Background: an optimization exercise with open tools, aiming at small area. Do not read the settings as production practice.
The RTL was checked by simulation tests, not by an equivalence proof against the original design.
In every run shown here, the design's own scripts or RTL, not TritonCTS, make the clock network.
The clock input has no modelled driver; a real chip could not lean on it and would need a root buffer or a full tree.

===== design.v =====
module data(
input clr,input clk,
input [3:0]in_data,
input up,input down,input left,input right,
output reg death,output wire [3:0]out_data
    );
reg [3:0] state;
localparam STOP = 4'b1011, BIRTHSET = 4'b1000, BIRTH = 4'b1001, TRAP = 4'b1010;
wire any = up | down | left | right;
always @(posedge clk or posedge clr) begin
	if (clr) state <= STOP;
	else if (state == STOP) begin
		if (any) state <= 4'b0000;
	end
	else if (state == TRAP) begin
		if (!any) state <= STOP;
	end
	else state <= state + 4'd1;
end
reg       v_q, col_q, rev_q;
reg [1:0] idx_q;
reg       v, col, rev;
reg [1:0] idx;
wire d_col = up | down;
wire d_rev = up ? 1'b0 : down ? 1'b1 : left ? 1'b0 : 1'b1;
always @(*) begin
	v = v_q; col = col_q; rev = rev_q; idx = idx_q;
	if (state == STOP) v = 1'b0;
	else if (!state[3]) begin
		if (any) begin v = 1'b1; col = d_col; rev = d_rev; idx = state[1:0]; end
	end
	else if (state == BIRTHSET) begin
		if (any) begin
			v = 1'b1; rev = 1'b0;
			col = ~up & ~down;
			idx = {2{up | (~down & left)}};
		end
	end
end
always @(posedge clk) begin
	v_q <= v; col_q <= col; rev_q <= rev; idx_q <= idx;
end
reg [3:0] lab [0:15];
reg fresh;
always @(posedge clk or posedge clr)
	if (clr) fresh <= 1'b1;
	else fresh <= 1'b0;
wire [3:0] cell_out = lab[in_data];
assign out_data = fresh ? 4'd1 : cell_out;
wire mm = v & (state[3:2] == 2'b00);		 
wire ms = v & (state[3:2] == 2'b01);		 
wire mb = v & ~rev & (state == BIRTH);		 
wire act = mm | ms | mb;
wire [3:0] rs, cs;	 
genvar g;
generate for (g = 0; g < 4; g = g + 1) begin : S
	assign rs[g] = ~col & (idx == g);
	assign cs[g] = col & (idx == g);
end endgenerate
wire [15:0] sel;	 
generate for (g = 0; g < 16; g = g + 1) begin : SL
	assign sel[g] = rs[g/4] | cs[g%4];
end endgenerate
wire [1:0] key = idx ^ {2{rev}};
wire [3:0] rb [0:3];
generate for (g = 0; g < 4; g = g + 1) begin : RB
	assign rb[g] = ({4{sel[0*4+(0^g)]}} & lab[0*4+(0^g)]) | ({4{sel[1*4+(1^g)]}} & lab[1*4+(1^g)])
	             | ({4{sel[2*4+(2^g)]}} & lab[2*4+(2^g)]) | ({4{sel[3*4+(3^g)]}} & lab[3*4+(3^g)]);
end endgenerate
wire [3:0] a = rb[key];
wire [3:0] b = rb[key ^ 2'd1];
wire [3:0] c = rb[key ^ 2'd2];
wire [3:0] d = rb[key ^ 2'd3];
wire [3:0] ya, yb, yc, yd;
wire full;
op u_op (.a(a), .b(b), .c(c), .d(d), .mm(mm), .ms(ms), .mb(mb),
	.ya(ya), .yb(yb), .yc(yc), .yd(yd), .full(full));
wire [3:0] yq [0:3];
assign yq[0] = ya; assign yq[1] = yb; assign yq[2] = yc; assign yq[3] = yd;
wire [3:0] wb [0:3];
generate for (g = 0; g < 4; g = g + 1) begin : WB
	assign wb[g] = yq[g ^ key];
end endgenerate
generate for (g = 0; g < 16; g = g + 1) begin : W
	always @(posedge clk)
		if (fresh) lab[g] <= 4'd1;
		else if (act & sel[g]) lab[g] <= wb[(g/4) ^ (g%4)];
end endgenerate
always @(posedge clk or posedge clr)
	if (clr) death <= 1'b0;
	else if (mb & full) death <= 1'b1;
endmodule
module op(input [3:0] a, b, c, d, input mm, ms, mb,
	output [3:0] ya, yb, yc, yd, output full);
wire a1 = a == 4'd1, b1 = b == 4'd1, c1 = c == 4'd1, d1 = d == 4'd1;
wire eab = a == b, ecd = c == d;
wire [3:0] x = c1 ? d : c;
wire [3:0] y = b1 ? a : b;
wire m_ab = mm & eab & ~a1;
wire m_cd = mm & ecd & ~c1;
wire m_yx = mm & ~eab & ~ecd & (y == x);
assign full = ~a1 & ~b1 & ~c1 & ~d1;
wire inc_a = m_ab | (m_yx & b1) | (mb & a1);
wire inc_b = (m_yx & ~b1) | (mb & ~a1 & b1);
wire inc_c = m_cd | (mb & ~a1 & ~b1 & c1);
wire inc_d = mb & ~a1 & ~b1 & ~c1 & d1;
wire one_b = m_ab;
wire one_c = m_yx & ~c1;
wire one_d = m_cd | (m_yx & c1);
reg [3:0] s0, s1, s2, s3;
always @(*) begin
	s0 = a; s1 = b; s2 = c; s3 = d;
	if (s0 != 4'd1) ;
	else if (s1 != 4'd1) begin s0 = s1; s1 = 4'd1; end
	else if (s2 != 4'd1) begin s0 = s2; s2 = 4'd1; end
	else begin s0 = s3; s3 = 4'd1; end
	if (s1 != 4'd1) ;
	else if (s2 != 4'd1) begin s1 = s2; s2 = 4'd1; end
	else begin s1 = s3; s3 = 4'd1; end
	if (s2 != 4'd1) ;
	else begin s2 = s3; s3 = 4'd1; end
end
assign ya = inc_a ? a + 4'd1 : ms ? s0 : a;
assign yb = inc_b ? b + 4'd1 : one_b ? 4'd1 : ms ? s1 : b;
assign yc = inc_c ? c + 4'd1 : one_c ? 4'd1 : ms ? s2 : c;
assign yd = inc_d ? 4'd2 : one_d ? 4'd1 : ms ? s3 : d;
endmodule

===== flow/run.sh =====
#!/bin/bash
# Layout: the standard flow (standard.sh) with these changes:
# - synthesis maps the logic with ABC 24 times in parallel (multi_abc.tcl,
#   abc_par.sh; area oriented, seeds fixed) and keeps the smallest result;
#   registers are mapped as in the standard synthesis and keep their names;
# - no adder cells (ABC maps the adders with the rest of the logic);
# - clock tree: one level of clkbuf_16, one per group of flip-flops
#   (clock_tree.tcl) instead of clock_tree_synthesis;
# - buf_1 port buffers.
# Each make step logs to orfs/logs as usual; make's own output goes to
# flow_make.log.
set -euo pipefail
W=$(pwd)
rm -rf "$W/scripts_local"
cp -r "$FLOW_HOME/scripts" "$W/scripts_local"
cp "$W/flow/multi_abc.tcl" "$W/flow/abc_par.sh" "$W/flow/clock_tree.tcl" "$W/scripts_local/"
grep -q '^  log_cmd abc {\*}\$abc_args$' "$W/scripts_local/synth.tcl"
sed -i 's/^  log_cmd abc {\*}\$abc_args$/  source $::env(SCRIPTS_DIR)\/multi_abc.tcl/' "$W/scripts_local/synth.tcl"
grep -q '^log_cmd clock_tree_synthesis {\*}\$cts_args$' "$W/scripts_local/cts.tcl"
sed -i 's/^log_cmd clock_tree_synthesis {\*}\$cts_args$/source $::env(SCRIPTS_DIR)\/clock_tree.tcl/' "$W/scripts_local/cts.tcl"
export SCRIPTS_DIR="$W/scripts_local"
export CLOCK_TREE_PORT=clk CLOCK_TREE_BUF=sky130_fd_sc_hd__clkbuf_16 CLOCK_TREE_GROUPS=3
bash "$W/standard.sh" \
  "ADDER_MAP_FILE=" \
  "BUFFER_PORTS_ARGS=-buffer_cell sky130_fd_sc_hd__buf_1" \
  finish > "$W/flow_make.log" 2>&1

===== flow/abc_par.sh =====
#!/bin/bash
# abc_par.sh ABC IN_BLIF OUT_DIR JOBS PREAMBLE SCRIPT...
# Runs each SCRIPT (a string of ABC commands) on IN_BLIF after PREAMBLE (the
# library commands), JOBS at a time; run i writes OUT_DIR/out_i.blif and its
# full log OUT_DIR/log_i.txt. Prints "i area" for each run that finished.
abc=$1; in=$2; out=$3; jobs=$4; pre=$5; shift 5
i=0
for s in "$@"; do
  i=$((i + 1))
  ( "$abc" -c "read_blif $in; $pre; $s; write_blif $out/out_$i.blif; print_stats" > "$out/log_$i.txt" 2>&1 ) &
  while [ "$(jobs -rp | wc -l)" -ge "$jobs" ]; do sleep 0.5; done
done
wait
for j in $(seq 1 $i); do
  a=$(grep -o 'area *= *[0-9.]*' "$out/log_$j.txt" | tail -1 | grep -o '[0-9.]*$')
  if [ -n "$a" ] && [ -s "$out/out_$j.blif" ]; then echo "$j $a"; fi
done

===== flow/clock_tree.tcl =====
# Sourced by cts.tcl in place of clock_tree_synthesis. A one-level clock
# tree: the flip-flops are split into CLOCK_TREE_GROUPS groups of equal size
# by location (balanced k-means), and each group gets one clock buffer at its centre, driven by
# the clock port. Every buffer is the same cell, so the clock reaches all
# groups through the same kind of stage.
set ct_block [ord::get_db_block]
set ct_groups $::env(CLOCK_TREE_GROUPS)
set ct_master [[ord::get_db] findMaster $::env(CLOCK_TREE_BUF)]
set ct_clk_net [[$ct_block findBTerm $::env(CLOCK_TREE_PORT)] getNet]
set ct_sinks {}
foreach it [$ct_clk_net getITerms] {
  if {[$it isInputSignal] || [[$it getMTerm] getSigType] eq "CLOCK"} { lappend ct_sinks $it }
}
set ct_pts {}
foreach it $ct_sinks {
  set bb [[$it getInst] getBBox]
  lappend ct_pts [list [expr {([$bb xMin] + [$bb xMax]) / 2.0}] [expr {([$bb yMin] + [$bb yMax]) / 2.0}]]
}
set n [llength $ct_pts]
# start from points spread along x+y
set order [lsort -real -indices [lmap p $ct_pts {expr {[lindex $p 0] + [lindex $p 1]}}]]
set cents {}
for {set k 0} {$k < $ct_groups} {incr k} {
  lappend cents [lindex $ct_pts [lindex $order [expr {int(($k + 0.5) * $n / $ct_groups)}]]]
}
# balanced k-means: each group takes at most ceil(n / groups) flip-flops
set cap [expr {($n + $ct_groups - 1) / $ct_groups}]
for {set iter 0} {$iter < 50} {incr iter} {
  set pairs {}
  set i 0
  foreach p $ct_pts {
    for {set k 0} {$k < $ct_groups} {incr k} {
      set c [lindex $cents $k]
      lappend pairs [list [expr {abs([lindex $p 0] - [lindex $c 0]) + abs([lindex $p 1] - [lindex $c 1])}] $i $k]
    }
    incr i
  }
  set assign [lrepeat $n -1]
  set fill [lrepeat $ct_groups 0]
  foreach pr [lsort -real -index 0 $pairs] {
    lassign $pr d i k
    if {[lindex $assign $i] >= 0 || [lindex $fill $k] >= $cap} continue
    lset assign $i $k
    lset fill $k [expr {[lindex $fill $k] + 1}]
  }
  set new {}
  for {set k 0} {$k < $ct_groups} {incr k} {
    set sx 0.0; set sy 0.0; set m 0
    foreach p $ct_pts a $assign { if {$a == $k} { set sx [expr {$sx + [lindex $p 0]}]; set sy [expr {$sy + [lindex $p 1]}]; incr m } }
    if {$m > 0} { lappend new [list [expr {$sx / $m}] [expr {$sy / $m}]] } else { lappend new [lindex $cents $k] }
  }
  if {$new eq $cents} break
  set cents $new
}
for {set k 0} {$k < $ct_groups} {incr k} {
  set c [lindex $cents $k]
  set buf [odb::dbInst_create $ct_block $ct_master "clkbuf_leaf_$k"]
  $buf setLocation [expr {int([lindex $c 0]) - [$ct_master getWidth] / 2}] [expr {int([lindex $c 1])}]
  $buf setPlacementStatus PLACED
  set net [odb::dbNet_create $ct_block "clknet_leaf_$k"]
  $net setSigType CLOCK
  [$buf findITerm A] connect $ct_clk_net
  [$buf findITerm X] connect $net
  set m 0
  foreach it $ct_sinks a $assign {
    if {$a == $k} { $it disconnect; $it connect $net; incr m }
  }
  puts "clock_tree: buffer $k at [lindex $c 0] [lindex $c 1] drives $m flip-flops"
}
global_connect

===== flow/multi_abc.tcl =====
# Sourced by synth.tcl in place of its single abc call. Maps the logic with
# ABC several times from the same starting netlist, each run with its own
# random seeds for &deepsyn (area oriented), and keeps the run with the
# smallest cell area. The runs go in parallel (abc_par.sh, NUM_CORES at a
# time) on the netlist yosys hands to ABC; the chosen mapping is then read
# back through yosys's abc pass. The registers are already mapped and ABC
# does not touch them.
set ma_dir $::env(OBJECTS_DIR)/multi_abc
file delete -force $ma_dir
file mkdir $ma_dir
proc ma_script {path lines} {
  set fh [open $path w]
  foreach l $lines { puts $fh $l }
  close $fh
}
# the netlist yosys gives ABC, and the library commands it uses
design -save multi_abc_start
ma_script $ma_dir/dump.script [list "write_blif $ma_dir/in.blif" "strash" "map"]
log_cmd abc {*}[lreplace $abc_args 1 1 $ma_dir/dump.script]
design -load multi_abc_start
set ma_lib {}
set ma_x {}
foreach {k v} [lrange $abc_args 2 end] {
  if {$k eq "-liberty"} { lappend ma_lib $v }
  if {$k eq "-dont_use"} { append ma_x " -X $v" }
}
set ma_pre ""
foreach l $ma_lib { append ma_pre "read_lib$ma_x -w $l; " }
set ma_runs {}
foreach s {1 3 5 7 9 11 13 15 17 19 21 23 25 27 29 31 33 35 37 39 41 43 45 47} {
  lappend ma_runs "strash; &get -n; &st; &deepsyn -T 30 -S $s; &deepsyn -T 30 -S [expr {$s + 1}]; &put; dch -f -x; amap -F 4 -A 10"
}
set ma_abc [file join [file dirname $::env(YOSYS_EXE)] yosys-abc]
set ma_best -1
set ma_area -1
if {[catch {exec bash $::env(SCRIPTS_DIR)/abc_par.sh $ma_abc $ma_dir/in.blif $ma_dir $::env(NUM_CORES) $ma_pre {*}$ma_runs 2>@1} ma_res]} {
  puts "multi_abc: parallel runs failed: $ma_res"
  set ma_res ""
}
foreach l [split $ma_res "\n"] {
  if {[scan $l "%d %f" i a] == 2} {
    puts "multi_abc: run $i area $a"
    if {$ma_area < 0 || $a < $ma_area} { set ma_area $a; set ma_best $i }
  }
}
if {$ma_best < 0} {
  # fall back to the first script, run by yosys's abc pass itself
  puts "multi_abc: no parallel result; running the first script directly"
  ma_script $ma_dir/first.script [split [lindex $ma_runs 0] ";"]
  log_cmd abc {*}[lreplace $abc_args 1 1 $ma_dir/first.script]
} else {
  puts "multi_abc: keeping run $ma_best (logic area $ma_area)"
  ma_script $ma_dir/load.script [list "read_blif $ma_dir/out_$ma_best.blif"]
  log_cmd abc {*}[lreplace $abc_args 1 1 $ma_dir/load.script]
}

===== standard.sh =====
#!/bin/bash
# synth_recipe.tcl (not shown) runs the flow's synth.tcl, then flattens the netlist and writes it again
# the make line also repeats each setting of config.mk as NAME=value (left out here)
make -C /OpenROAD-flow-scripts/flow DESIGN_CONFIG=/design/flow/config.mk WORK_HOME=/design/flow/orfs CLKGATE_MAP_FILE= SYNTH_SCRIPT=/design/flow/synth_recipe.tcl "${@:-finish}"

===== config.mk =====
export PLATFORM = sky130hd
export DESIGN_NAME = data
export DESIGN_NICKNAME = data
export VERILOG_FILES = /design/flow/design.v
export SDC_FILE = /design/flow/constraint.sdc
export NUM_CORES = 8
export LEC_CHECK = 0
export ABC_AREA = 1
export CAP_MARGIN = 20
export CORE_MARGIN = 2
export CORE_UTILIZATION = 65
export PLACE_DENSITY = 0.75
export SLEW_MARGIN = 20

===== constraint.sdc =====
create_clock -name core_clock -period 20.0 [get_ports {clk}]
set_input_delay 4.0000 -clock core_clock [delete_from_list [all_inputs] [get_ports {clk}]]
set_output_delay 4.0000 -clock core_clock [all_outputs]
set_load 0.01 [all_outputs]

==> flow_results.org, run 1 <==
** STA
- Worst clock skew on the final layout :: 0.0223 ns
- Setup violations remaining at the end of the flow were counted as 0.
- The count of pins over their slew limit was 0.
- Final hold slack :: approximately 0.48 ns
- Headroom to the max-slew limit came out at between 40% and 50%.
- Final critical delay including setup and external delays :: 12.07 ns
- Measured slew at the worst slew-check pin :: 0.861 ns
- Setup total negative slack on the finished layout was measured at 0 ns.
- Based on the critical path, the design can be clocked at up to 82.8 MHz.
- The final critical path takes up 60.4% of the cycle.
- Setup repair after global routing left no endpoint under its margin.
- The hold violation total from the final report was 0.

** Logic synthesis
- Area share of the leading cell type in the synthesized netlist :: between 30% and 40%
- Counting distinct cell types in the post-synthesis netlist gives 35.
- Yosys warning count :: 3
- Sequential elements use 34.8% of the synthesized area.
- The synthesized netlist occupies a cell area of around 4400 sq um.
- Main synth FF type :: sky130_fd_sc_hd__dfxtp_1
- Ranked by total cell area, the synthesized netlist is headed by sky130_fd_sc_hd__dfxtp_1 (31%), sky130_fd_sc_hd__o22ai_1 (18%), sky130_fd_sc_hd__clkinv_1 (11%), sky130_fd_sc_hd__nor2_1 (5.5%), sky130_fd_sc_hd__o22a_1 (4.4%).
- Number of storage elements in the synthesis netlist :: 75
- Top-count cell post-synth :: sky130_fd_sc_hd__clkinv_1
- After synthesis, the mean cell area works out to a little over 7 sq um.
- Largest area contributor in the synthesized netlist :: sky130_fd_sc_hd__dfxtp_1
- By count the netlist is led by sky130_fd_sc_hd__clkinv_1 (127), sky130_fd_sc_hd__o22ai_1 (124), sky130_fd_sc_hd__dfxtp_1 (69).
- When the netlist entered floorplanning its net count stood at ~620.
- In the synthesized netlist, the number of instances is approximately 600.
- In this run, synthesis inferred 0 flip-flops with an integrated enable.
- Async set-or-reset flop fraction in the synthesized netlist :: ~8%

** Worst setup path
- In this run the critical register-to-register path is captured at lab[1][3]$_SDFFE_PP0P_.
- Total buffers and inverters traversed by the critical path :: 8
- Critical path startpoint :: down
- In this run the critical register-to-register path is launched from state[0]$_DFFE_PP1P_.
- Top Family by Delay on Critical Path :: compound AO/OA/AOI/OAI gates
- Type of element launching the critical path :: input port
- Crit path to :: lab[1][3]$_SDFFE_PP0P_
- Counting cells, the worst reg-to-reg path comes to 34.
- Stages on worst setup path :: 36
- The setup check on the worst reg-to-reg path leaves a slack of roughly 12 ns.
- Data required time of the critical path :: between 20 and 25 ns
- Cell seen most often among critical-path stages :: sky130_fd_sc_hd__nor2_1
- Delay of the slowest critical-path stage :: between 0.6 and 0.7 ns
- For the worst setup path, the data arrival time is 12.10 ns.
- The critical path in this run is classified as in2reg.
- Endpoint class of the critical path :: register
- Highest fanout seen on the critical path :: 26
- CP max stage cell :: sky130_fd_sc_hd__a2111oi_0

** Place
- Global placement routability congestion :: 1.05
- Placed instance count :: between 700 and 800
- Number of port buffers :: 14
- Summed over all nets, the half-perimeter wirelength after detailed placement is approximately 12,000 microns.

** Status
- The flow ran to the end and the layout has no timing, DRC or antenna violations.

** GRT
- Wire length of the first global-routing pass :: about 23,000 microns
- Entering global routing, the biggest net connects 36 pins.
- Total GRT Usage :: approximately two fifths
- Leftover overflow at the end of global routing :: 0
- The number of antenna violations at the first check in global routing was 0.
- The via count of the first global-routing pass came to ~4.5k.

** Routing
- In the routed design, unresolved DRC markers number 0.
- In the routed layout, each cell is associated on average with a via count of approximately 7.
- After detailed routing, the average wire length per cell comes to between 20 and 25 microns.
- Across all layers, the routed design uses 5,056 vias.
- The routed design has about 15,000 microns of wire.
- After the first detailed-routing iteration, the DRC count stood at between 700 and 800.
- Antenna-violating nets left :: 0
- First-pass iteration count of the detailed router :: 9

** Cells and area
- Relative to the synthesized area, the layout overhead comes to 5.92%.
- Number of nets in the layout :: between 600 and 700
- The finished layout holds 715 standard cells, fillers aside.
- The number of antenna diodes in the final layout is 0.
- Of the cells placed in the final design, the portion with a size suffix greater than 1 is about 1.9%.

** Die
- The floorplan has 30 rows.
- In this run the vertical extent of the chip is between 80 and 90 microns.
- Initial core utilization :: between 60 and 70%
- The floorplan step defined a die boundary enclosing between 7000 and 8000 sq um.
- 15 I/O pins were placed.
- In this run the standard cell core region covers roughly 6700 sq um.
- The die is 86.4 microns wide.

** Min path
- The tightest min-delay check is of the reg2reg type.

** Clock tree
- After clock tree synthesis, the setup repair step added 0 buffers.
- For this design, the CTS-stage hold fixing added 0 buffers.
- Clock-pin slew was measured on the worst setup and hold paths at roughly 0.11 ns.
- Clock insertion delay at the later pin of the skew report :: around 0.17 ns
- Number of cells upsized or downsized after cts :: 0

** Job
- Max cap viols :: 0
==> worst min path at each step <==
| stage | slack (ns) | endpoint | start | cells after the start |
|---|---|---|---|---|
| 2_1_floorplan | 0.45 | lab[5][2]$_SDFFE_PP0P_ | lab[5][2]$_SDFFE_PP0P_ | 2 |
| 3_3_place_gp | 0.46 | death$_DFFE_PP0P_ | death$_DFFE_PP0P_ | 1 |
| 3_5_place_dp | 0.46 | death$_DFFE_PP0P_ | death$_DFFE_PP0P_ | 1 |
| 4_1_cts | 0.46 | death$_DFFE_PP0P_ | death$_DFFE_PP0P_ | 1 |
| 5_1_grt | 0.51 | lab[2][1]$_SDFFE_PP0P_ | lab[2][1]$_SDFFE_PP0P_ | 2 |
| 6_report | 0.48 | death$_DFFE_PP0P_ | death$_DFFE_PP0P_ | 1 |
==> per-layer routing <==
metal  vias up  routed length (microns)  track usage, %
li1       2359                        -               -
met2       365                     6630            64.3
met5         -                        0               0
met1      2264                     5670            50.8
met4         0                      759            15.9
met3        68                     1660            5.43
==> registers in the layout (all words and copies together), names as in the netlist <==
| signal | count |
|---|---|
| v_q | 1 |
| idx_q | 2 |
| rev_q | 1 |
| fresh | 1 |
| death | 1 |
| col_q | 1 |
| state | 4 |
| lab | 64 |
==> metrics by stage <==
step / utilization (%) / area [sq um] / worst slack [ns]
global placement: 68.9 / 4600 / 8.23
detailed placement: 68.9 / 4600 / 8.07
finish: 70.0 / 4680 / 7.93
floorplan: - / 4420 / 7.86
CTS: 70.0 / 4680 / 8.04
global route: 70.0 / 4680 / 7.09
==> worst reg2reg max path, delay by kind of cell (launching register included) <==
family | cells | cell delay [ns]
buf+inv | 7 | 1.65
simple gates | 12 | 1.97
flops | 1 | 0.57
compound gates | 15 | 4.03
==> layout make-up <==
| cell class | count | area [sq um] |
|---|---|---|
| buffer | 3 | 75.1 |
| timing repair buffer | 18 | 82.6 |
| sequential | 75 | 1540 |
| tap | 80 | 100 |
| multi-input combinational | 412 | 2410 |
| fill | 581 | 2000 |
| inverter | 127 | 477 |
==> cells by family after synthesis <==
family                 after synthesis  synth area share, %
AOI/OAI and AO/OA                  268                 41.0
and+or+nand+nor                    143                 13.3
buffers and inverters              127                 10.8
DFF                                 75                 34.8
other                                1               0.0849
==> placed cells by master, fill, tap and decap left out, types with 2 or more instances in the layout <==
cell and instances:
sky130_fd_sc_hd__clkinv_1 127, sky130_fd_sc_hd__o22ai_1 124, sky130_fd_sc_hd__dfxtp_1 69, sky130_fd_sc_hd__nor2_1 65, sky130_fd_sc_hd__nand2_1 51, sky130_fd_sc_hd__o21ai_0 37, sky130_fd_sc_hd__o22a_1 22, sky130_fd_sc_hd__a21oi_1 19
sky130_fd_sc_hd__o221ai_1 16, sky130_fd_sc_hd__a22oi_1 14, sky130_fd_sc_hd__buf_1 14, sky130_fd_sc_hd__nor3_1 9, sky130_fd_sc_hd__a222oi_1 7, sky130_fd_sc_hd__a221oi_1 7, sky130_fd_sc_hd__or2_0 6, sky130_fd_sc_hd__nor4_1 5
sky130_fd_sc_hd__o32ai_1 4, sky130_fd_sc_hd__dfstp_2 4, sky130_fd_sc_hd__buf_4 4, sky130_fd_sc_hd__nand3_1 3, sky130_fd_sc_hd__o21a_1 3, sky130_fd_sc_hd__or3_1 3, sky130_fd_sc_hd__clkbuf_16 3, sky130_fd_sc_hd__a2111oi_0 2
sky130_fd_sc_hd__a32o_1 2, sky130_fd_sc_hd__dfrtp_1 2
==> run 2, diff against run 1 <==
--- a/design.v
+++ b/design.v
@@ -40,13 +40,14 @@
 always @(posedge clk) begin
 	v_q <= v; col_q <= col; rev_q <= rev; idx_q <= idx;
 end
-reg [3:0] lab [0:15];
 reg fresh;
 always @(posedge clk or posedge clr)
 	if (clr) fresh <= 1'b1;
 	else fresh <= 1'b0;
-wire [3:0] cell_out = lab[in_data];
-assign out_data = fresh ? 4'd1 : cell_out;
+reg [63:0] lab;
+wire [63:0] lab_d;
+always @(posedge clk) lab <= lab_d;
+board_out u_out (.lab(lab), .in_data(in_data), .fresh(fresh), .out_data(out_data));
 wire mm = v & (state[3:2] == 2'b00);		 
 wire ms = v & (state[3:2] == 2'b01);		 
 wire mb = v & ~rev & (state == BIRTH);		 
@@ -62,33 +63,46 @@
 	assign sel[g] = rs[g/4] | cs[g%4];
 end endgenerate
 wire [1:0] key = idx ^ {2{rev}};
-wire [3:0] rb [0:3];
-generate for (g = 0; g < 4; g = g + 1) begin : RB
-	assign rb[g] = ({4{sel[0*4+(0^g)]}} & lab[0*4+(0^g)]) | ({4{sel[1*4+(1^g)]}} & lab[1*4+(1^g)])
-	             | ({4{sel[2*4+(2^g)]}} & lab[2*4+(2^g)]) | ({4{sel[3*4+(3^g)]}} & lab[3*4+(3^g)]);
-end endgenerate
-wire [3:0] a = rb[key];
-wire [3:0] b = rb[key ^ 2'd1];
-wire [3:0] c = rb[key ^ 2'd2];
-wire [3:0] d = rb[key ^ 2'd3];
-wire [3:0] ya, yb, yc, yd;
+wire [3:0] a, b, c, d, ya, yb, yc, yd;
 wire full;
+line_read u_read (.lab(lab), .sel(sel), .key(key), .a(a), .b(b), .c(c), .d(d));
 op u_op (.a(a), .b(b), .c(c), .d(d), .mm(mm), .ms(ms), .mb(mb),
 	.ya(ya), .yb(yb), .yc(yc), .yd(yd), .full(full));
+line_write u_write (.lab(lab), .sel(sel), .key(key), .act(act), .fresh(fresh),
+	.ya(ya), .yb(yb), .yc(yc), .yd(yd), .lab_d(lab_d));
+always @(posedge clk or posedge clr)
+	if (clr) death <= 1'b0;
+	else if (mb & full) death <= 1'b1;
+endmodule
+module board_out(input [63:0] lab, input [3:0] in_data, input fresh, output [3:0] out_data);
+wire [3:0] cv = lab[{in_data, 2'b00} +: 4];
+assign out_data = fresh ? 4'd1 : cv;
+endmodule
+module line_read(input [63:0] lab, input [15:0] sel, input [1:0] key, output [3:0] a, b, c, d);
+wire [3:0] rb [0:3];
+genvar g;
+generate for (g = 0; g < 4; g = g + 1) begin : RB
+	assign rb[g] = ({4{sel[0*4+(0^g)]}} & lab[4*(0*4+(0^g)) +: 4]) | ({4{sel[1*4+(1^g)]}} & lab[4*(1*4+(1^g)) +: 4])
+	             | ({4{sel[2*4+(2^g)]}} & lab[4*(2*4+(2^g)) +: 4]) | ({4{sel[3*4+(3^g)]}} & lab[4*(3*4+(3^g)) +: 4]);
+end endgenerate
+assign a = rb[key];
+assign b = rb[key ^ 2'd1];
+assign c = rb[key ^ 2'd2];
+assign d = rb[key ^ 2'd3];
+endmodule
+module line_write(input [63:0] lab, input [15:0] sel, input [1:0] key, input act, fresh,
+	input [3:0] ya, yb, yc, yd, output [63:0] lab_d);
 wire [3:0] yq [0:3];
 assign yq[0] = ya; assign yq[1] = yb; assign yq[2] = yc; assign yq[3] = yd;
 wire [3:0] wb [0:3];
+genvar g;
 generate for (g = 0; g < 4; g = g + 1) begin : WB
-	assign wb[g] = yq[g ^ key];
+	assign wb[g] = fresh ? 4'd1 : yq[g ^ key];
 end endgenerate
 generate for (g = 0; g < 16; g = g + 1) begin : W
-	always @(posedge clk)
-		if (fresh) lab[g] <= 4'd1;
-		else if (act & sel[g]) lab[g] <= wb[(g/4) ^ (g%4)];
+	wire en = (act & sel[g]) | fresh;
+	assign lab_d[4*g +: 4] = ({4{en}} & wb[(g/4) ^ (g%4)]) | ({4{~en}} & lab[4*g +: 4]);
 end endgenerate
-always @(posedge clk or posedge clr)
-	if (clr) death <= 1'b0;
-	else if (mb & full) death <= 1'b1;
 endmodule
 module op(input [3:0] a, b, c, d, input mm, ms, mb,
 	output [3:0] ya, yb, yc, yd, output full);
--- a/flow/run.sh
+++ b/flow/run.sh
@@ -1,8 +1,10 @@
 #!/bin/bash
 # Layout: the standard flow (standard.sh) with these changes:
-# - synthesis maps the logic with ABC 24 times in parallel (multi_abc.tcl,
-#   abc_par.sh; area oriented, seeds fixed) and keeps the smallest result;
-#   registers are mapped as in the standard synthesis and keep their names;
+# - synthesis keeps the hierarchy (SYNTH_HIERARCHICAL 1) and maps each
+#   module with ABC 24 times in parallel (multi_abc.tcl, abc_par.sh; area
+#   oriented, seeds fixed), keeping the smallest result for each; the
+#   registers are all in the top module, mapped as in the standard synthesis
+#   and keep their names; synth_recipe.tcl flattens the design afterwards;
 # - no adder cells (ABC maps the adders with the rest of the logic);
 # - clock tree: one level of clkbuf_16, one per group of flip-flops
 #   (clock_tree.tcl) instead of clock_tree_synthesis;
==> flow/multi_abc.tcl (replaced) <==
# Sourced by synth.tcl in place of its single abc call. The design is
# synthesized with its hierarchy (SYNTH_HIERARCHICAL 1); each module's logic
# is mapped with ABC several times from the same starting netlist, each run
# with its own random seeds for &deepsyn (area oriented), and the run with
# the smallest cell area is kept for that module. The runs go in parallel (abc_par.sh, NUM_CORES at a
# time) on the netlist yosys hands to ABC; the chosen mapping is then read
# back through yosys's abc pass. The registers are already mapped and ABC
# does not touch them.
set ma_dir $::env(OBJECTS_DIR)/multi_abc
file delete -force $ma_dir
file mkdir $ma_dir
proc ma_script {path lines} {
  set fh [open $path w]
  foreach l $lines { puts $fh $l }
  close $fh
}
set ma_lib {}
set ma_x {}
foreach {k v} [lrange $abc_args 2 end] {
  if {$k eq "-liberty"} { lappend ma_lib $v }
  if {$k eq "-dont_use"} { append ma_x " -X $v" }
}
set ma_pre ""
foreach l $ma_lib { append ma_pre "read_lib$ma_x -w $l; " }
set ma_runs {}
foreach s {1 3 5 7 9 11 13 15 17 19 21 23 25 27 29 31 33 35 37 39 41 43 45 47} {
  lappend ma_runs "strash; &get -n; &st; &deepsyn -T 30 -S $s; &deepsyn -T 30 -S [expr {$s + 1}]; &put; dch -f -x; amap -F 4 -A 10"
}
set ma_abc [file join [file dirname $::env(YOSYS_EXE)] yosys-abc]
set ma_mods {}
foreach l [split [tee -q -s result.string ls] "\n"] {
  if {[regexp {^\s+(\S+)\s*$} $l -> m]} { lappend ma_mods $m }
}
foreach m $ma_mods {
  set md $ma_dir/$m
  file mkdir $md
  # the netlist yosys gives ABC for this module
  design -save multi_abc_start
  ma_script $md/dump.script [list "write_blif $md/in.blif" "strash" "map"]
  log_cmd abc {*}[lreplace $abc_args 1 1 $md/dump.script] $m
  design -load multi_abc_start
  set ma_best -1
  set ma_area -1
  if {[catch {exec bash $::env(SCRIPTS_DIR)/abc_par.sh $ma_abc $md/in.blif $md $::env(NUM_CORES) $ma_pre {*}$ma_runs 2>@1} ma_res]} {
    puts "multi_abc: $m: parallel runs failed: $ma_res"
    set ma_res ""
  }
  foreach l [split $ma_res "\n"] {
    if {[scan $l "%d %f" i a] == 2} {
      puts "multi_abc: $m: run $i area $a"
      if {$ma_area < 0 || $a < $ma_area} { set ma_area $a; set ma_best $i }
    }
  }
  if {$ma_best < 0} {
    puts "multi_abc: $m: no parallel result; running the first script directly"
    ma_script $md/first.script [split [lindex $ma_runs 0] ";"]
    log_cmd abc {*}[lreplace $abc_args 1 1 $md/first.script] $m
  } else {
    puts "multi_abc: $m: keeping run $ma_best (logic area $ma_area)"
    ma_script $md/load.script [list "read_blif $md/out_$ma_best.blif"]
    log_cmd abc {*}[lreplace $abc_args 1 1 $md/load.script] $m
  }
}
--- a/config.mk
+++ b/config.mk
@@ -8,6 +8,7 @@
 export ABC_AREA = 1
 export CAP_MARGIN = 20
 export CORE_MARGIN = 2
-export CORE_UTILIZATION = 65
-export PLACE_DENSITY = 0.75
+export CORE_UTILIZATION = 40
+export PLACE_DENSITY = 0.6
 export SLEW_MARGIN = 20
+export SYNTH_HIERARCHICAL = 1
==> flow_results.org, run 2 <==
** Cells and area
- The library cells used most frequently in the layout, excluding fill and tap cells, are sky130_fd_sc_hd__nand2_1 (95), sky130_fd_sc_hd__o21ai_0 (91), sky130_fd_sc_hd__dfxtp_1 (69).
- Ranked by flip-flop count, first place goes to lab.
- From synthesis to final layout, the design area changed by 7.56%.
- The library cell used most frequently in the layout, excluding fill and tap cells, is sky130_fd_sc_hd__nand2_1.
- The share of layout cells above drive strength 1 was 1.80% (-0.086 points).
- The final design utilization is 43.5% (-26 points).
- Largest register FFs :: 64 (unchanged)
- The largest registers in the layout are lab (64), state (4), idx_q (2).
- Design Area, Final :: 4680 sq um (about the same)
- The net total in the final layout is 622 (-3.9%).
- Antenna cell count :: 0 (unchanged)

** Routing
- The violation count after the first detailed-route iteration is 623 (-22%).
- The total vias in the final route was 4,891 (-3.3%).
- The final routed wire length divided by cell count is 20.0 microns (-2.9%).
- The detailed-route vias per instance is 6.52 (-7.8%).
- The number of DRC violations after detailed routing is 0 (unchanged).
- The post-detailed-route count of antenna-violating nets is 0 (unchanged).
- First-pass iteration count of the detailed router :: 8 (-1)
- Aggregate routed wire length :: 15,000 microns (+1.9%)

** Die
- Number of core rows :: 38 (+27%)
- Width of the die :: 108 microns (+25%)
- The number of I/O pins is 15 (unchanged).
- The core outline area came to 10,700 sq um (+61%).
- Total die area :: 11,700 sq um (+57%)
- The starting density of the core came to 40.5% (-26 points).
- The die extent in y came to 108 microns (+25%).

** Worst setup path
- The most critical setup path has its startpoint at down.
- The setup path with the least slack is of type in2reg.
- STA classifies the critical path startpoint as an input port.
- Endpoint class of the critical path :: register
- Worst EP arrival :: 12.27 ns (+0.17 ns)
- Worst reg2reg endpoint :: lab[7]$_DFF_P_
- Crit Reg-Reg Startpoint :: state[3]$_DFFE_PP1P_
- The maximum fanout along the worst path came to 28 (+7.7%).
- Worst-case reg-to-reg path depth :: 24 (-29%)
- Reg2Reg Setup Slack :: 11.63 ns (-0.04 ns)
- The required time of the critical path is 20.07 ns (+0.04 ns).

** STA
- Post-route fraction of the period consumed by the critical path :: 61.0% (+0.63 points)
- The top achievable clock speed was 82.0 MHz (-1.0%).
- Final critical delay including setup and external delays :: 12.20 ns (+0.126 ns)
- The final worst hold slack was 0.476 ns (-0.00750 ns).
- Setup_tns :: 0 ns (unchanged)
- Final hold violations :: 0 (unchanged)
- The transition at the pin with the smallest max-transition slack is 1.00 ns (+0.143 ns).
- Setup repair after global routing left no endpoint under its margin.
- Setup Viol. Count Final :: 0 (unchanged)
- The normalized max-slew margin came to 33.1% (-8.0 points).
- Final slew viol count :: 0 (unchanged)
- The worst clock skew came to 0.0228 ns (+0.000507 ns).

** GRT
- The global-route wire length before repair came to 23,600 microns (+2.7%).
- Maximum number of pins on one net before global-route repair :: 29 (-19%)
- Leftover overflow at the end of global routing :: 0 (unchanged)
- The total routing resource utilization after global routing is 25.6% (-13 points).
- Antenna violations before repair :: 0 (unchanged)
- Via count of the first global-routing pass :: 4,361 (-3.4%)

** Clock tree
- Number of buffers added for setup after CTS :: 0 (unchanged)
- Number of cells upsized or downsized after cts :: 0 (unchanged)
- The clock-pin transition on the worst setup and hold timing paths came to 0.11 ns (about the same).
- Cts-stage hold buffer count :: 0 (unchanged)
- Clock insertion delay at the later pin of the skew report :: 0.17 ns (about the same)

** Logic synthesis
- Synthesized instance count :: 592 (-3.6%)
- The post-synth design cell area came to 4350 sq um (-1.5%).
- Number of nets produced by synthesis :: 602 (-3.5%)
- Commonest cells in the netlist :: sky130_fd_sc_hd__nand2_1 (95), sky130_fd_sc_hd__o21ai_0 (91), sky130_fd_sc_hd__dfxtp_1 (69)
- Yosys attributes the largest share of cell area to sky130_fd_sc_hd__dfxtp_1 (32%), sky130_fd_sc_hd__o21ai_0 (10%), sky130_fd_sc_hd__o22ai_1 (9.2%), sky130_fd_sc_hd__nand2_1 (8.2%), sky130_fd_sc_hd__clkinv_1 (4.8%).
- The count of state elements after synthesis came to 75 (unchanged).
- The share of flip-flops with an asynchronous set or reset came to 8.00% (unchanged).
- Top-count cell post-synth :: sky130_fd_sc_hd__nand2_1
- The count of different cell masters after synthesis is 41 (+17%).
- The number of flops mapped to enable cells by yosys was 0 (unchanged).
- The synthesized design spends more area on one cell type than any other, namely sky130_fd_sc_hd__dfxtp_1.
- The sequential-to-total area share from yosys stat is 35.3% (+0.52 points).
- In the synthesized netlist the dominant register cell turns out to be sky130_fd_sc_hd__dfxtp_1.
- Area share of the leading cell type in the synthesized netlist :: 31.8% (+0.47 points)
- The number of warning messages in the yosys log is 10 (+7).
- Post-Synthesis Mean Instance Area :: 7.35 sq um (+2.2%)

** Place
- Global placement routability congestion :: 1.00 (-4.7%)
- The number of buffer cells added on primary ports was 14 (unchanged).
- The HPWL reported at the end of detailed placement came to 12,100 microns (+3.2%).
- Placed inst area :: 4590 sq um (-0.22%)

** Min path
- The worst hold path terminates at death$_DFFE_PP0P_.
- Worst min-delay path class :: reg2reg
- HP Start :: death$_DFFE_PP0P_
- WHS Path Cells :: 1 (unchanged)

** Job
- Max cap viols :: 0 (unchanged)

** Status
- Run status :: complete, no violations
[run 2: cell types whose count changed after synthesis, moves of 6 or more]
cell	previous run	this run
sky130_fd_sc_hd__a221o_1	1	8
sky130_fd_sc_hd__a22o_1	1	8
sky130_fd_sc_hd__o22ai_1	124	64
sky130_fd_sc_hd__a21oi_1	20	27
sky130_fd_sc_hd__o21ai_0	37	91
sky130_fd_sc_hd__clkinv_1	127	56
sky130_fd_sc_hd__nor2_1	65	56
sky130_fd_sc_hd__a22oi_1	14	2
sky130_fd_sc_hd__a221oi_1	7	1
sky130_fd_sc_hd__nand2_1	51	95
sky130_fd_sc_hd__a222oi_1	7	13
[run 2: metal layers]
metal	track usage, %	vias up	share of wire (%)
li1	-	2326	-
met1	34.9	2250	41
met2	41.6	270	44
met3	4.40	45	11
met4	6.87	0	3.2
met5	0	-	0
[run 2: metrics by stage]
| step | cells | worst slack (ns) |
|---|---|---|
| 6_report | 750 | 7.80 |
| 5_1_grt | 750 | 6.84 |
| 4_1_cts | 750 | 7.49 |
| 3_5_place_dp | 747 | 7.54 |
| 3_3_place_gp | 747 | 7.84 |
| 2_1_floorplan | 592 | 8.78 |
[run 2: critical path, stage by stage]
cell and delay (ns):
sky130_fd_sc_hd__buf_1 0.09, sky130_fd_sc_hd__nor2_1 0.16, sky130_fd_sc_hd__clkinv_1 0.10, sky130_fd_sc_hd__nor3_1 0.30, sky130_fd_sc_hd__nor4_1 0.15, sky130_fd_sc_hd__nor2_1 0.16, sky130_fd_sc_hd__clkinv_1 0.14, sky130_fd_sc_hd__o221ai_1 0.52
sky130_fd_sc_hd__clkinv_1 0.38, sky130_fd_sc_hd__o22ai_2 0.88, sky130_fd_sc_hd__clkinv_1 0.54, sky130_fd_sc_hd__nand2_1 0.37, sky130_fd_sc_hd__o22a_1 0.19, sky130_fd_sc_hd__o221ai_1 0.28, sky130_fd_sc_hd__nor4_2 0.67, sky130_fd_sc_hd__clkinv_1 0.27
sky130_fd_sc_hd__o21ai_0 0.32, sky130_fd_sc_hd__clkinv_1 0.13, sky130_fd_sc_hd__a2111oi_0 0.44, sky130_fd_sc_hd__o2111ai_1 0.36, sky130_fd_sc_hd__o221ai_1 0.36, sky130_fd_sc_hd__nand2_1 0.14, sky130_fd_sc_hd__nor2_1 0.19, sky130_fd_sc_hd__nand2_1 0.10
sky130_fd_sc_hd__a21oi_1 0.29, sky130_fd_sc_hd__o221ai_1 0.19, sky130_fd_sc_hd__o22a_1 0.30, sky130_fd_sc_hd__o21ai_0 0.21
[run 2: per-module statistics from Yosys, one instance, submodules excluded]
module	cell area, sq um	cells inside
data	1850	143
line_write	902	181
op	641	124
line_read	566	80
board_out	395	64
[run 2: final cells by class]
cell class                 instances  area [sq um]
buffer                             3          75.1
multi-input combinational        461          2620
inverter                          56           210
fill                            1130          6070
tap                              140           175
timing repair buffer              15          60.1
sequential                        75          1540
[run 2: logic make-up after synthesis]
group,synth area share [%]
AOI/OAI and AO/OA,43.2
DFF,35.3
buffers and inverters,4.83
other,0.0862
and+or+nand+nor,16.6
[run 2: worst max-delay path by stage]
stage,to,slack [ns],depth (start not counted)
after floorplan,lab[6]$_DFF_P_,8.78,28
after global placement,lab[38]$_DFF_P_,7.84,29
after detailed placement,lab[22]$_DFF_P_,7.54,29
after CTS,lab[62]$_DFF_P_,7.49,29
after global routing,lab[22]$_DFF_P_,6.84,29
final,lab[7]$_DFF_P_,7.80,28
==> run 3, diff against run 2 <==
--- a/flow/run.sh
+++ b/flow/run.sh
@@ -1,7 +1,7 @@
 #!/bin/bash
 # Layout: the standard flow (standard.sh) with these changes:
 # - synthesis keeps the hierarchy (SYNTH_HIERARCHICAL 1) and maps each
-#   module with ABC 24 times in parallel (multi_abc.tcl, abc_par.sh; area
+#   module with ABC 48 times in parallel (multi_abc.tcl, abc_par.sh; area
 #   oriented, seeds fixed), keeping the smallest result for each; the
 #   registers are all in the top module, mapped as in the standard synthesis
 #   and keep their names; synth_recipe.tcl flattens the design afterwards;
--- a/flow/multi_abc.tcl
+++ b/flow/multi_abc.tcl
@@ -23,7 +23,7 @@
 set ma_pre ""
 foreach l $ma_lib { append ma_pre "read_lib$ma_x -w $l; " }
 set ma_runs {}
-foreach s {1 3 5 7 9 11 13 15 17 19 21 23 25 27 29 31 33 35 37 39 41 43 45 47} {
+foreach s {1 3 5 7 9 11 13 15 17 19 21 23 25 27 29 31 33 35 37 39 41 43 45 47 49 51 53 55 57 59 61 63 65 67 69 71 73 75 77 79 81 83 85 87 89 91 93 95} {
   lappend ma_runs "strash; &get -n; &st; &deepsyn -T 30 -S $s; &deepsyn -T 30 -S [expr {$s + 1}]; &put; dch -f -x; amap -F 4 -A 10"
 }
 set ma_abc [file join [file dirname $::env(YOSYS_EXE)] yosys-abc]
==> flow_results.org, run 3 <==
** Status
- Run status :: complete, no violations

** Die
- Top Ports :: 15 (unchanged)
- The total number of placement rows was 37 (-2.6%).
- Die Y-Extent :: 108 microns (-0.27%)
- Initial core utilization :: 41.5% (+1.1 points)
- The overall die area is 11,700 sq um (-0.53%).
- Width of the die :: 108 microns (-0.27%)
- The core outline area was 10,400 sq um (-3.1%).

** GRT
- Total GRT Usage :: 26.2% (+0.61 points)
- The overflow left after global routing was 0 (unchanged).
- The largest net degree at the start of global routing is 29 (unchanged).
- The global-route wire length before repair came to 24,000 microns (+2.0%).
- Via count of the first global-routing pass :: 4,420 (+1.4%)
- The number of antenna violations at the first check in global routing was 0 (unchanged).

** Clock tree
- Number of cells upsized or downsized after cts :: 0 (unchanged)
- Cts-stage hold buffer count :: 0 (unchanged)
- The clock-pin transition on the worst setup and hold timing paths came to 0.11 ns (about the same).
- Clock insertion delay at the later pin of the skew report :: 0.17 ns (about the same)
- The number of buffers inserted by post-CTS setup repair was 0 (unchanged).

** Min path
- WHS Path Cells :: 1 (unchanged)
- The startpoint identified for the worst hold timing path is death$_DFFE_PP0P_.
- For hold timing, the worst endpoint is death$_DFFE_PP0P_.
- In this run the worst hold path is classified as reg2reg.

** STA
- The hold violation total from the final report was 0 (unchanged).
- Slew margin rel. :: 22.9% (-10 points)
- The final-layout setup total negative slack came to 0 ns (unchanged).
- The number of setup violations in the final report came to 0 (unchanged).
- The portion of the clock cycle consumed by the worst path in the final layout is 63.5% (+2.5 points).
- Final slew viol count :: 0 (unchanged)
- Measured slew at the worst slew-check pin :: 1.15 ns (+0.142 ns)
- The top achievable clock speed came to 78.7 MHz (-4.0%).
- RSZ-0062 raised after global routing :: no
- Final critical delay including setup and external delays :: 12.70 ns (+0.506 ns)
- Worst clock skew on the final layout :: 0.0211 ns (-0.00178 ns)

** Logic synthesis
- Adder-cell share of the synthesized area :: 0% (unchanged)
- Combinational family with the most area after synthesis :: compound AO/OA/AOI/OAI gates
- Largest area contributor in the synthesized netlist :: sky130_fd_sc_hd__dfxtp_1
- Sequential fraction of the synthesis area :: 35.5% (+0.19 points)
- The number of warning messages in the yosys log is 10 (unchanged).
- In the synthesized netlist the dominant register cell turns out to be sky130_fd_sc_hd__dfxtp_1.
- Among all cell types in the netlist, the one instantiated most often is sky130_fd_sc_hd__nand2_1.
- Area of the mapped netlist :: 4330 sq um (-0.55%)
- The share of flip-flops with an asynchronous set or reset was 8.00% (unchanged).
- Sorting the synthesized cells by how often they occur yields sky130_fd_sc_hd__nand2_1 (93), sky130_fd_sc_hd__o21ai_0 (91), sky130_fd_sc_hd__o22ai_1 (78).
- Area share of the leading cell type in the synthesized netlist :: 31.9% (+0.17 points)
- The number of flops mapped to enable cells by yosys is 0 (unchanged).
- Number of storage elements in the synthesis netlist :: 75 (unchanged)
- The net count after synthesis came to 599 (-0.50%).
- Mux contribution to synthesized area :: 0% (unchanged)
- The count of different cell masters after synthesis was 41 (unchanged).
- The number of standard cells after synthesis was 589 (-0.51%).
- The xor-xnor portion of the synthesized cell area was 0% (unchanged).
- Ranked by total cell area, the synthesized netlist is headed by sky130_fd_sc_hd__dfxtp_1 (32%), sky130_fd_sc_hd__o22ai_1 (11%), sky130_fd_sc_hd__o21ai_0 (11%), sky130_fd_sc_hd__nand2_1 (8.1%), sky130_fd_sc_hd__nor2_1 (4.8%).
- Post-Synthesis Mean Instance Area :: 7.35 sq um (about the same)
- Area fraction in compound gates after synthesis :: 43.6% (+0.35 points)
- The post-synthesis simple-gate area fraction came to 16.3% (-0.23 points).

** Routing
- The first-pass iteration count of the detailed router came to 7 (-1).
- Detail-routed net length per standard cell :: 20.2 microns (+1.1%)
- Number of vias per cell :: 6.46 (-0.95%)
- The overall routed net length was 15,000 microns (+0.27%).
- Antenna-violating nets left :: 0 (unchanged)
- The violation count after the first detailed-route iteration came to 554 (-11%).
- Via total after detailed routing :: 4,806 (-1.7%)
- The number of DRC violations after detailed routing is 0 (unchanged).

** Cells and area
- The area of the multi-input gates is 2600 sq um (-0.81%).
- Number of nets in the layout :: 620 (-0.32%)
- The total inserted antenna cells came to 0 (unchanged).
- The area occupied by registers is 1540 sq um (unchanged).
- Layout overhead on the synthesized area :: 7.37%
- The number of non-filler instances in the completed layout is 744 (-0.80%).
- The total of fill cells in the finished design is 1,070 (-5.3%).
- Commonest cells after routing, fill and taps aside :: sky130_fd_sc_hd__nand2_1 (93), sky130_fd_sc_hd__o21ai_0 (91), sky130_fd_sc_hd__o22ai_1 (77)
- The flip-flop count of the largest register after layout is 64 (unchanged).
- Layout cells sized above 1 :: 1.64% (-0.16 points)
- The largest registers in the layout are lab (64), state (4), idx_q (2).
- Most common cell after layout, fill and taps aside :: sky130_fd_sc_hd__nand2_1
- lab holds more flip-flops than any other register.

** Worst setup path
- Worst-case reg-to-reg path depth :: 26 (+8.3%)
- Worst reg2reg endpoint :: lab[23]$_DFF_P_
- Type of the setup path with the least slack :: in2reg
- Crit Reg-Reg Startpoint :: state[3]$_DFFE_PP1P_
- The required time of the critical path is 20.08 ns (about the same).
- STA classifies the critical path startpoint as an input port.
- The worst setup slack for register-to-register paths was 11.01 ns (-0.62 ns).
- The worst path arrival time is 12.78 ns (+0.51 ns).
- The worst setup path is captured at a register.
- Highest fanout seen on the critical path :: 28 (unchanged)

** Place
- Global placement routability congestion :: 0.936 (-6.4%)
- Placed instance count :: 741 (-0.80%)
- The number of buffer cells added on primary ports came to 14 (unchanged).
- Detailed Place HPWL :: 11,900 microns (-1.4%)

** Job
- The max-cap check violation count is 0 (unchanged).
run 3: cell count changes after synthesis, sizes merged, moves of 2 or more:
cell / before / now
o21bai: 3 / 1
clkinv: 56 / 52
o32a: 2 / 0
nand2: 95 / 93
a222oi: 13 / 8
o22ai: 64 / 78
o221a: 1 / 3
run 3: cell families after synthesis:
logic type / after synthesis
other: 1
buffers and inverters: 52
flip-flops: 75
AND/OR/NAND/NOR: 174
AO/OA/AOI/OAI: 287
run 3: worst max-delay path, stage by stage:
cell                        delay (ns)
sky130_fd_sc_hd__buf_1            0.09
sky130_fd_sc_hd__nor2_1           0.14
sky130_fd_sc_hd__clkinv_1         0.10
sky130_fd_sc_hd__nor3_1           0.34
sky130_fd_sc_hd__clkinv_1         0.14
sky130_fd_sc_hd__o21ai_0          0.13
sky130_fd_sc_hd__clkinv_1         0.19
sky130_fd_sc_hd__o22ai_1          0.55
sky130_fd_sc_hd__clkinv_1         0.43
sky130_fd_sc_hd__o22ai_2          0.92
sky130_fd_sc_hd__clkinv_1         0.52
sky130_fd_sc_hd__nand2_1          0.36
sky130_fd_sc_hd__o22a_1           0.19
sky130_fd_sc_hd__o221ai_1         0.28
sky130_fd_sc_hd__nor4_1           1.03
sky130_fd_sc_hd__clkinv_1         0.33
sky130_fd_sc_hd__o21ai_0          0.45
sky130_fd_sc_hd__o22ai_1          0.17
sky130_fd_sc_hd__a2111oi_0        0.28
sky130_fd_sc_hd__o2111ai_1        0.34
sky130_fd_sc_hd__o221ai_1         0.33
sky130_fd_sc_hd__nand2_1          0.14
sky130_fd_sc_hd__nor2_1           0.17
sky130_fd_sc_hd__nand2_1          0.11
sky130_fd_sc_hd__a21oi_1          0.31
sky130_fd_sc_hd__o221ai_1         0.19
sky130_fd_sc_hd__o22a_1           0.34
sky130_fd_sc_hd__o21ai_0          0.20
run 3: layout make-up:
type	instances	area share [%]
Multi-Input combinational cell	462	56.0
Inverter	52	4.20
Timing Repair Buffer	16	1.45
Buffer	3	1.62
Tap cell	136	3.66
Sequential cell	75	33.1
run 3: Yosys stat by module (local to each module, per instance):
module | flip-flops and latches | area (sq um) | times used | cells inside
data | 75 | 1840 | 1 | 141
line_write | 0 | 902 | 1 | 181
line_read | 0 | 566 | 1 | 80
board_out | 0 | 383 | 1 | 63
op | 0 | 641 | 1 | 124
run 3: stage by stage:
stage | setup slack (ns) | utilization, % | cell area [sq um] | hold WS, ns
after global placement | 7.65 | 43.9 | 4570 | 0.437
after floorplan | 8.74 | - | 4330 | 0.436
after global routing | 6.29 | 44.6 | 4650 | 0.517
after CTS | 7.37 | 44.6 | 4650 | 0.442
final | 7.30 | 44.6 | 4650 | 0.464
after detailed placement | 7.41 | 43.9 | 4570 | 0.442
run 3: worst max-delay path by stage:
stage	to	depth (start not counted)	startpoint
detailed placement	lab[14]$_DFF_P_	29	down
finish	lab[23]$_DFF_P_	28	down
global route	lab[42]$_DFF_P_	29	down
floorplan	lab[18]$_DFF_P_	28	down
CTS	lab[6]$_DFF_P_	29	down
global placement	lab[6]$_DFF_P_	29	down
run 3: layer usage:
metal | share of wire, % | GRT usage (%)
met5 | 0 | 0
met2 | 45 | 43.3
met3 | 8.3 | 2.71
met4 | 3.7 | 7.33
met1 | 43 | 36.3

[static timing again, ports no longer ideal]
How much do the figures lean on ideal ports? The routed layouts below were timed once more, with nothing changed but the port constraints.
Step 1, drivers: a clkbuf_16 drives clk and a buf_2 each remaining input, both assumed.
Step 2 times the ports against the registers' clock, not the clock port: input delays grow and output delays shrink by t, the midpoint of the rising clock arrivals with the driver on.
Three values: no drivers, after step 1, after step 2; two values: the first two.
run	t, ns	setup slack, ns	slew at the worst register clock pin (ns)	worst slew at a driven data input, ns	pins driven straight from the clock port
run 1	0.229	7.929 / 7.975 / 7.746	0.11 / 0.11	0.03	3
run 2	0.233	7.803 / 7.852 / 7.618	0.11 / 0.11	0.03	3
run 3	0.226	7.297 / 7.341 / 7.115	0.11 / 0.11	0.03	3
After both steps setup and hold are still met in every run listed. For run 2, which loses most, drivers alone change the setup slack by +0.049 ns; drivers and shift together by -0.185 ns.
